Context: an optimization exercise on an open-source flow, tuned for small area, a short achievable clock period and few clock cycles. The choices shown serve that exercise and are no tape-out recipe. Power figures rest on the tool's default switching activity, not on a simulated workload.

==> flow/design.v <==
module SimpleCPU(clk,rst,wrEn,data_fromRAM,addr_toRAM,data_toRAM,pCounter);
parameter SIZE = 13;
input clk,rst;
input wire [15:0] data_fromRAM;
output reg wrEn;
output reg [15:0] data_toRAM;
output reg [SIZE-1:0] addr_toRAM;
output reg [SIZE-1:0] pCounter;
localparam OP_ADD = 3'd0, OP_NAND = 3'd1, OP_SRL = 3'd2, OP_LT = 3'd3,
           OP_BZ = 3'd4, OP_CP2W = 3'd5, OP_CPFW = 3'd6, OP_MUL = 3'd7;
localparam S_F = 3'd0, S_I = 3'd1, S_E = 3'd2, S_D = 3'd3, S_M = 3'd4,
           S_S = 3'd5;
localparam MR = 2;
reg [2:0] state, stateNxt;
reg [2:0] op, opNxt;
reg [15:0] W, WNxt;
reg [15:0] opnd, acc;
reg [12:0] pcNxt;
wire [15:0] d = data_fromRAM;
wire [2:0] dOp = d[15:13];
wire dZero = ~|d[12:0];
wire wNZ = |W;
wire [12:0] pcInc = pCounter + 13'd1;
wire isLT = (op == OP_LT);
wire [16:0] sum = {1'b0, W} + {1'b0, d ^ {16{isLT}}} + {16'd0, isLT};
wire [3:0] sh = opnd[3:0];
wire shLeft = opnd[4];
wire shZero = (|opnd[15:5]) | (shLeft & ~|sh);
wire [15:0] shIn, shOut, shRes;
genvar k;
generate for (k = 0; k < 16; k = k + 1) begin : rev
    assign shIn[k] = shLeft ? W[15-k] : W[k];
    assign shRes[k] = shLeft ? shOut[15-k] : shOut[k];
end endgenerate
assign shOut = shIn >> sh;
wire inM = (state == S_M);
wire [15:0] mB = opnd;
wire [15:0] mAcc = acc;
reg [15:0] mSum;
integer j;
always @(*) begin
    mSum = mAcc;
    for (j = 0; j < MR; j = j + 1)
        mSum = mSum + ((W << j) & {16{mB[j]}});
end
wire [15:0] mBRest = mB >> MR;
wire [15:0] mWRest = W << MR;
wire mDone = ~|mBRest | ~|mWRest;
reg [15:0] alu;
always @(*) begin
    case (op)
        OP_ADD:  alu = sum[15:0];
        OP_NAND: alu = ~(W & d);
        OP_LT:   alu = {15'd0, ~sum[16]};
        default: alu = d;
    endcase
end
always @(*) begin
    stateNxt = state;
    opNxt = op;
    WNxt = W;
    pcNxt = pCounter;
    wrEn = 1'b0;
    data_toRAM = W;
    addr_toRAM = pcInc;
    case (state)
        S_F: begin
            opNxt = dOp;
            if (dOp == OP_BZ && wNZ) begin
                pcNxt = pcInc;
            end else begin
                addr_toRAM = {d[12:3], d[2] | dZero, d[1:0]};
                if (dZero)
                    stateNxt = S_I;
                else if (dOp == OP_CPFW) begin
                    wrEn = 1'b1;
                    pcNxt = pcInc;
                    stateNxt = S_D;
                end else
                    stateNxt = S_E;
            end
        end
        S_I: begin
            addr_toRAM = d[12:0];
            if (op == OP_CPFW) begin
                wrEn = 1'b1;
                pcNxt = pcInc;
                stateNxt = S_D;
            end else
                stateNxt = S_E;
        end
        S_E: begin
            if (op == OP_BZ) begin
                addr_toRAM = d[12:0];
                pcNxt = d[12:0];
                stateNxt = S_F;
            end else if (op == OP_MUL) begin
                stateNxt = S_M;
            end else if (op == OP_SRL) begin
                stateNxt = S_S;
            end else begin
                WNxt = alu;
                pcNxt = pcInc;
                stateNxt = S_F;
            end
        end
        S_M: begin
            if (mDone) begin
                WNxt = mSum;
                pcNxt = pcInc;
                stateNxt = S_F;
            end else
                WNxt = mWRest;
        end
        S_S: begin
            WNxt = shZero ? 16'd0 : shRes;
            pcNxt = pcInc;
            stateNxt = S_F;
        end
        default: begin  
            addr_toRAM = pCounter;
            stateNxt = S_F;
        end
    endcase
    if (rst) begin
        stateNxt = S_D;
        WNxt = 16'd0;
        pcNxt = 13'd0;
    end
end
always @(posedge clk) begin
    state <= stateNxt;
    op <= opNxt;
    W <= WNxt;
    pCounter <= pcNxt;
    opnd <= inM ? mBRest : d;
    acc <= inM ? mSum : 16'd0;
end
endmodule
export LEC_CHECK = 0
export ABC_AREA = 1
export CAP_MARGIN = 20
export CORE_MARGIN = 2
export CORE_UTILIZATION = 40
export PLACE_DENSITY = 0.6
export SETUP_SLACK_MARGIN = 4.75
export SLEW_MARGIN = 20
create_clock -name core_clock -period 10.0 [get_ports {clk}]
standard.sh (not shown) runs the stock make flow with config.mk's settings and CLKGATE_MAP_FILE= SYNTH_SCRIPT=/design/flow/synth_recipe.tcl, a recipe that flattens the netlist after the stock synthesis.
==> flow/flow/run.sh <==
#!/bin/bash
# The standard layout (the standard.sh, standard synthesis unchanged), with
# buf_2 cells instead of the default port buffers; make's output goes to
# standard.log and each ORFS step logs under orfs/logs/.
export BUFFER_PORTS_ARGS="-buffer_cell sky130_fd_sc_hd__buf_2"
bash standard.sh > standard.log 2>&1
The first run finished with timing, DRC and antenna clean.
==> next run, changes <==
--- a/flow/design.v
+++ b/flow/design.v
@@ -9,6 +9,5 @@
 localparam OP_ADD = 3'd0, OP_NAND = 3'd1, OP_SRL = 3'd2, OP_LT = 3'd3,
            OP_BZ = 3'd4, OP_CP2W = 3'd5, OP_CPFW = 3'd6, OP_MUL = 3'd7;
-localparam S_F = 3'd0, S_I = 3'd1, S_E = 3'd2, S_D = 3'd3, S_M = 3'd4,
-           S_S = 3'd5;
+localparam S_F = 3'd0, S_I = 3'd1, S_E = 3'd2, S_D = 3'd3, S_M = 3'd4;
 localparam MR = 2;
 reg [2:0] state, stateNxt;
@@ -24,7 +23,7 @@
 wire isLT = (op == OP_LT);
 wire [16:0] sum = {1'b0, W} + {1'b0, d ^ {16{isLT}}} + {16'd0, isLT};
-wire [3:0] sh = opnd[3:0];
-wire shLeft = opnd[4];
-wire shZero = (|opnd[15:5]) | (shLeft & ~|sh);
+wire [3:0] sh = d[3:0];
+wire shLeft = d[4];
+wire shZero = (|d[15:5]) | (shLeft & ~|sh);
 wire [15:0] shIn, shOut, shRes;
 genvar k;
@@ -52,4 +51,5 @@
         OP_ADD:  alu = sum[15:0];
         OP_NAND: alu = ~(W & d);
+        OP_SRL:  alu = shZero ? 16'd0 : shRes;
         OP_LT:   alu = {15'd0, ~sum[16]};
         default: alu = d;
@@ -97,6 +97,4 @@
             end else if (op == OP_MUL) begin
                 stateNxt = S_M;
-            end else if (op == OP_SRL) begin
-                stateNxt = S_S;
             end else begin
                 WNxt = alu;
@@ -112,9 +110,4 @@
             end else
                 WNxt = mWRest;
-        end
-        S_S: begin
-            WNxt = shZero ? 16'd0 : shRes;
-            pcNxt = pcInc;
-            stateNxt = S_F;
         end
         default: begin  
After rerunning:
- cell count falls by 2.9%
- setup slack improves by 0.024 ns
- wire length hardly moves
- total power falls by 6.6%
- global-route usage is about the same
- first-iteration DRC count stays flat
- sequential cell count is unchanged
- via count falls by 0.75%
- clock skew is about the same
- cell area rises by 0.62%
- non-clock buffer count rises by 11
- core utilization rises by 0.44 points
- die area falls by 0.80%
- count of clock-buffer cells in the layout rises by 1
No run of this note included a check of the RTL's function; only the layout flow was run.

## separate check: timing with driven ports
Ports are ideal in the flow. The routed layouts listed here were re-timed in OpenROAD.
Step 1 assumes that a clkbuf_16 drives the clock port and a buf_2 every other input.
Step 2 adds t to the input delays and takes it off the output delays; t is the mean of the earliest and latest rising clock arrival at the registers after step 1. Input paths then give back, and output paths get back, about the clock's delay inside the block.
Slacks: no drivers / after step 1 / after step 2; pairs: no drivers / after step 1.
run	t, ns	setup WS [ns]	worst hold slack (ns)	worst slew at a driven data input, ns	pins driven straight from the clock port
the first run	0.394	4.772 / 4.745 / 4.745	0.490 / 0.490 / 0.490	0.05	1
the second run	0.389	4.795 / 4.749 / 4.749	0.466 / 0.466 / 0.466	0.07	1
After both steps every run listed still meets setup and hold. The setup slack of the second run, which loses most, moves by -0.046 ns with the drivers and by -0.046 ns with both steps.
